Context: an optimization exercise on an open-source flow, tuned for small area. The choices shown serve that exercise and are no tape-out recipe. RTL that was checked went through simulation tests only; none was proved equivalent to the original. The clock port is modelled as an ideal driver, which makes a skipped or thinned clock tree look cheaper than it is; a real chip needs a root buffer or a tree.

Design BP, start of the top module:
module BP(
  clk,
  rst_n,
  in_valid,
  guy,
  in0,
  in1,
  in2,
  in3,
  in4,
  in5,
  in6,
  in7,
  out_valid,
  out
);
input             clk, rst_n;
input             in_valid;
input       [2:0] guy;
input       [1:0] in0, in1, in2, in3, in4, in5, in6, in7;
output            out_valid;
output      [1:0] out;
localparam NS = 71;
reg  [6:0] c;
reg  [NS-1:0] s;
reg  [2:0] f [0:30];
reg  [4:0] k;
reg  [2:0] lane;
reg        skip;
reg  [2:0] tgt;
wire idle  = ~|c;
wire start = idle & in_valid;
wire ob    = |in0;
wire ty    = ~&{in0[1], in1[1], in2[1], in3[1], in4[1], in5[1], in6[1], in7[1]};
wire g1 = ~&in1, g2 = ~&in2, g3 = ~&in3, g4 = ~&in4, g5 = ~&in5, g6 = ~&in6, g7 = ~&in7;
wire [2:0] q = {g4|g5|g6|g7, g2|g3|g6|g7, g1|g3|g5|g7};
wire push  = in_valid & ob;
wire fill  = ~in_valid & |k[2:0];
wire win   = c[6] & |c[5:0];
wire ne    = lane != tgt;
wire gt    = tgt > lane;
wire m     = s[NS-1] & ~skip;
wire j     = m & s[NS-2];
wire pop   = win & m;
wire sh    = start | push | fill | pop;
integer i;
always @(*)
  case (k[4:3])
    2'd1: tgt = f[6];
    2'd2: tgt = f[14];
    2'd3: tgt = f[22];
    default: tgt = f[30];
  endcase
assign out_valid = win;
assign out = ~win ? 2'b00 : ne ? (gt ? 2'b01 : 2'b10) : {j, j};
always @(posedge clk or negedge rst_n) begin
  if (!rst_n) c <= 7'd0;
  else if (start) c <= 7'd58;
  else if (!idle && !in_valid) c <= c + 7'd1;
end
always @(posedge clk) begin
  s <= {s[NS-2:1], s[0] | (in_valid & ob), ob & ty};
  skip <= pop;
  if (start) k <= 5'd1;
  else if (push | fill) k <= k + 5'd1;
  if (start | push) f[0] <= start ? guy : q;
  if (sh) for (i = 1; i < 31; i = i + 1) f[i] <= f[i-1];
  if (start) lane <= guy;
  else if (win & ne) lane <= gt ? lane + 3'd1 : lane - 3'd1;
end
endmodule
For scale: roughly 290 cells after synthesis, ~180 flip-flops, ~25 I/O pins, roughly 5400 µm² of cells after synthesis.
==> module BP, before the edit <==
module BP(
  clk,
  rst_n,
  in_valid,
  guy,
  in0,
  in1,
  in2,
  in3,
  in4,
  in5,
  in6,
  in7,
  out_valid,
  out
);
input             clk, rst_n;
input             in_valid;
input       [2:0] guy;
input       [1:0] in0, in1, in2, in3, in4, in5, in6, in7;
output            out_valid;
output      [1:0] out;
localparam NS = 71;
reg  [6:0] c;
reg  [NS-1:0] s;
reg  [2:0] f [0:30];
reg  [4:0] k;
reg  [2:0] lane;
reg        skip;
reg  [2:0] tgt;
wire idle  = ~|c;
wire start = idle & in_valid;
wire ob    = |in0;
wire ty    = ~&{in0[1], in1[1], in2[1], in3[1], in4[1], in5[1], in6[1], in7[1]};
wire g1 = ~&in1, g2 = ~&in2, g3 = ~&in3, g4 = ~&in4, g5 = ~&in5, g6 = ~&in6, g7 = ~&in7;
wire [2:0] q = {g4|g5|g6|g7, g2|g3|g6|g7, g1|g3|g5|g7};
wire push  = in_valid & ob;
wire fill  = ~in_valid & |k[2:0];
wire win   = c[6] & |c[5:0];
wire ne    = lane != tgt;
wire gt    = tgt > lane;
wire m     = s[NS-1] & ~skip;
wire j     = m & s[NS-2];
wire pop   = win & m;
wire sh    = start | push | fill | pop;
integer i;
always @(*)
  case (k[4:3])
    2'd1: tgt = f[6];
    2'd2: tgt = f[14];
    2'd3: tgt = f[22];
    default: tgt = f[30];
  endcase
assign out_valid = win;
assign out = ~win ? 2'b00 : ne ? (gt ? 2'b01 : 2'b10) : {j, j};
always @(posedge clk or negedge rst_n) begin
  if (!rst_n) c <= 7'd0;
  else if (start) c <= 7'd58;
  else if (!idle && !in_valid) c <= c + 7'd1;
end
always @(posedge clk) begin
  s <= {s[NS-2:1], s[0] | (in_valid & ob), ob & ty};
  skip <= pop;
  if (start) k <= 5'd1;
  else if (push | fill) k <= k + 5'd1;
  if (start | push) f[0] <= start ? guy : q;
  if (sh) for (i = 1; i < 31; i = i + 1) f[i] <= f[i-1];
  if (start) lane <= guy;
  else if (win & ne) lane <= gt ? lane + 3'd1 : lane - 3'd1;
end
endmodule
==> flow/config.mk <==
export PLATFORM = sky130hd
export DESIGN_NAME = BP
export DESIGN_NICKNAME = BP
export VERILOG_FILES = /design/flow/design.v
export SDC_FILE = /design/flow/constraint.sdc
export NUM_CORES = 4
export LEC_CHECK = 0
export CAP_MARGIN = 0
export CORE_MARGIN = 2
export CORE_UTILIZATION = 70
export SLEW_MARGIN = 0
==> flow/constraint.sdc <==
create_clock -name core_clock -period 8.0 [get_ports {clk}]
set_input_delay 1.6000 -clock core_clock [delete_from_list [all_inputs] [get_ports {clk}]]
set_output_delay 1.6000 -clock core_clock [all_outputs]
set_load 0.01 [all_outputs]
standard.sh (not shown) runs the stock make flow with config.mk's settings and CLKGATE_MAP_FILE= SYNTH_SCRIPT=/design/flow/synth_recipe.tcl, a recipe that flattens the netlist after the stock synthesis.
==> flow/flow/run.sh <==
#!/bin/bash
# Standard ORFS layout (the standard.sh), with two changes:
#  - after CTS, flow/clocktree.tcl rebuilds the clock tree: one root buffer
#    and one leaf buffer per cluster of about CT_SINKS flip-flops;
#  - port buffers of the smallest buffer cell.
set -euo pipefail
export CTS_ARGS="-sink_clustering_enable -repair_clock_nets -dont_use_dummy_load -buf_list sky130_fd_sc_hd__clkbuf_8"
export POST_CTS_TCL="$(pwd)/flow/clocktree.tcl"
export CT_LEAF=sky130_fd_sc_hd__clkbuf_8
export CT_ROOT=sky130_fd_sc_hd__clkbuf_4
export CT_SINKS=18
export BUFFER_PORTS_ARGS="-buffer_cell sky130_fd_sc_hd__buf_1"
bash standard.sh > standard.log 2>&1
==> flow/flow/clocktree.tcl <==
# Rebuild the clock tree after CTS: leaf buffers over k-means clusters of the
# flip-flops, all driven by one root buffer on the clock port.
set block [ord::get_db_block]
set db [ord::get_db]
set leaf_cell [expr {[info exists ::env(CT_LEAF)] ? $::env(CT_LEAF) : "sky130_fd_sc_hd__clkbuf_8"}]
set root_cell [expr {[info exists ::env(CT_ROOT)] ? $::env(CT_ROOT) : "sky130_fd_sc_hd__clkbuf_4"}]
set per_leaf  [expr {[info exists ::env(CT_SINKS)] ? $::env(CT_SINKS) : 20}]

set clknet [[$block findBTerm clk] getNet]

# remove the CTS buffers and their nets
foreach inst [$block getInsts] {
  set name [$inst getName]
  if {[string match "clkbuf_*" $name] || [string match "clkload*" $name]} {
    foreach it [$inst getITerms] {
      set n [$it getNet]
      if {$n eq "NULL" || $n eq ""} continue
      if {[$it isOutputSignal]} {
        foreach s [$n getITerms] { if {$s ne $it} { $s disconnect; $s connect $clknet } }
        $it disconnect
        if {[llength [$n getITerms]] == 0 && [llength [$n getBTerms]] == 0} { odb::dbNet_destroy $n }
      } else { $it disconnect }
    }
    odb::dbInst_destroy $inst
  }
}

# clock sinks
set sinks {}
foreach it [$clknet getITerms] {
  set inst [$it getInst]
  set bb [$inst getBBox]
  lappend sinks [list $it [expr {([$bb xMin]+[$bb xMax])/2.0}] [expr {([$bb yMin]+[$bb yMax])/2.0}]]
}
set n [llength $sinks]
set k [expr {int(ceil(double($n)/$per_leaf))}]
puts "clocktree: $n sinks, $k leaves of $leaf_cell"

# k-means, seeded from sinks sorted along x
set sorted [lsort -real -index 1 $sinks]
set cents {}
for {set i 0} {$i < $k} {incr i} {
  set s [lindex $sorted [expr {int(($i+0.5)*$n/$k)}]]
  lappend cents [list [lindex $s 1] [lindex $s 2]]
}
for {set iter 0} {$iter < 50} {incr iter} {
  set assign {}
  for {set i 0} {$i < $k} {incr i} { set sx($i) 0; set sy($i) 0; set cnt($i) 0 }
  foreach s $sinks {
    set best 0; set bd 1e18
    for {set i 0} {$i < $k} {incr i} {
      set c [lindex $cents $i]
      set d [expr {abs([lindex $s 1]-[lindex $c 0]) + abs([lindex $s 2]-[lindex $c 1])}]
      if {$d < $bd && $cnt($i) < $per_leaf} { set bd $d; set best $i }
    }
    incr cnt($best)
    set sx($best) [expr {$sx($best)+[lindex $s 1]}]
    set sy($best) [expr {$sy($best)+[lindex $s 2]}]
    lappend assign $best
  }
  set cents {}
  for {set i 0} {$i < $k} {incr i} {
    if {$cnt($i) > 0} { lappend cents [list [expr {$sx($i)/$cnt($i)}] [expr {$sy($i)/$cnt($i)}]] } else { lappend cents [list 0 0] }
  }
}

set rootnet [odb::dbNet_create $block "clknet_root"]
$rootnet setSigType CLOCK
set root [odb::dbInst_create $block [$db findMaster $root_cell] "clkbuf_root"]
set ax 0; set ay 0
for {set i 0} {$i < $k} {incr i} {
  set c [lindex $cents $i]
  set net($i) [odb::dbNet_create $block "clknet_leaf_$i"]
  $net($i) setSigType CLOCK
  set b [odb::dbInst_create $block [$db findMaster $leaf_cell] "clkbuf_leaf_$i"]
  $b setLocation [expr {int([lindex $c 0])}] [expr {int([lindex $c 1])}]
  $b setPlacementStatus PLACED
  [$b findITerm A] connect $rootnet
  [$b findITerm X] connect $net($i)
  set ax [expr {$ax + [lindex $c 0]}]; set ay [expr {$ay + [lindex $c 1]}]
}
foreach s $sinks a $assign {
  set it [lindex $s 0]
  $it disconnect
  $it connect $net($a)
}
$root setLocation [expr {int($ax/$k)}] [expr {int($ay/$k)}]
$root setPlacementStatus PLACED
[$root findITerm A] connect $clknet
[$root findITerm X] connect $rootnet

detailed_placement
check_placement -verbose
estimate_parasitics -placement
Then changed:
--- a/flow/design.v
+++ b/flow/design.v
@@ -33,24 +33,24 @@
 wire ob    = |in0;
 wire ty    = ~&{in0[1], in1[1], in2[1], in3[1], in4[1], in5[1], in6[1], in7[1]};
 wire g1 = ~&in1, g2 = ~&in2, g3 = ~&in3, g4 = ~&in4, g5 = ~&in5, g6 = ~&in6, g7 = ~&in7;
 wire [2:0] q = {g4|g5|g6|g7, g2|g3|g6|g7, g1|g3|g5|g7};
 wire push  = in_valid & ob;
-wire fill  = ~in_valid & |k[2:0];
+wire fill  = ~in_valid & ~&k[2:0];
 wire win   = c[6] & |c[5:0];
 wire ne    = lane != tgt;
 wire gt    = tgt > lane;
 wire m     = s[NS-1] & ~skip;
 wire j     = m & s[NS-2];
 wire pop   = win & m;
-wire sh    = start | push | fill | pop;
+wire sh    = push | fill | pop;
 integer i;
 always @(*)
   case (k[4:3])
-    2'd1: tgt = f[6];
-    2'd2: tgt = f[14];
-    2'd3: tgt = f[22];
+    2'd0: tgt = f[6];
+    2'd1: tgt = f[14];
+    2'd2: tgt = f[22];
     default: tgt = f[30];
   endcase
 assign out_valid = win;
 assign out = ~win ? 2'b00 : ne ? (gt ? 2'b01 : 2'b10) : {j, j};
 always @(posedge clk or negedge rst_n) begin
@@ -59,11 +59,11 @@
   else if (!idle && !in_valid) c <= c + 7'd1;
 end
 always @(posedge clk) begin
   s <= {s[NS-2:1], s[0] | (in_valid & ob), ob & ty};
   skip <= pop;
-  if (start) k <= 5'd1;
+  if (start) k <= 5'd0;
   else if (push | fill) k <= k + 5'd1;
   if (start | push) f[0] <= start ? guy : q;
   if (sh) for (i = 1; i < 31; i = i + 1) f[i] <= f[i-1];
   if (start) lane <= guy;
   else if (win & ne) lane <= gt ? lane + 3'd1 : lane - 3'd1;
=> With this change the flow failed in detailed placement (3_5_place_dp), error DPL-0033; synthesized area is higher by 0.63%; synthesized cell count is higher by 1.0%.
No functional check of the RTL was part of the second run of this note. In the first run of this note the design's own scripts or RTL, not TritonCTS, make the clock network.

-- afterwards: timing with drivers on the ports --
In the flow no input, the clock included, has a driving cell. The finished layout below was timed again as built, in two steps. Step 1 assumes that a clkbuf_16 drives the clock port and a buf_2 every other input. Step 2 adds t to the input delays and takes it off the output delays; t is the mean of the earliest and latest rising clock arrival at the registers after step 1. Input paths then give back, and output paths get back, about the clock's delay inside the block. Three values: ideal ports, drivers, drivers and shift; two values: the first two.
run: the first run
t (ns): 0.511
setup WS [ns]: 3.816 / 3.788 / 4.226
pins driven straight from the clock port: 1
After both steps the first run still meets setup and hold. The setup slack of the first run moves by -0.028 ns with the drivers and by +0.410 ns with both steps.
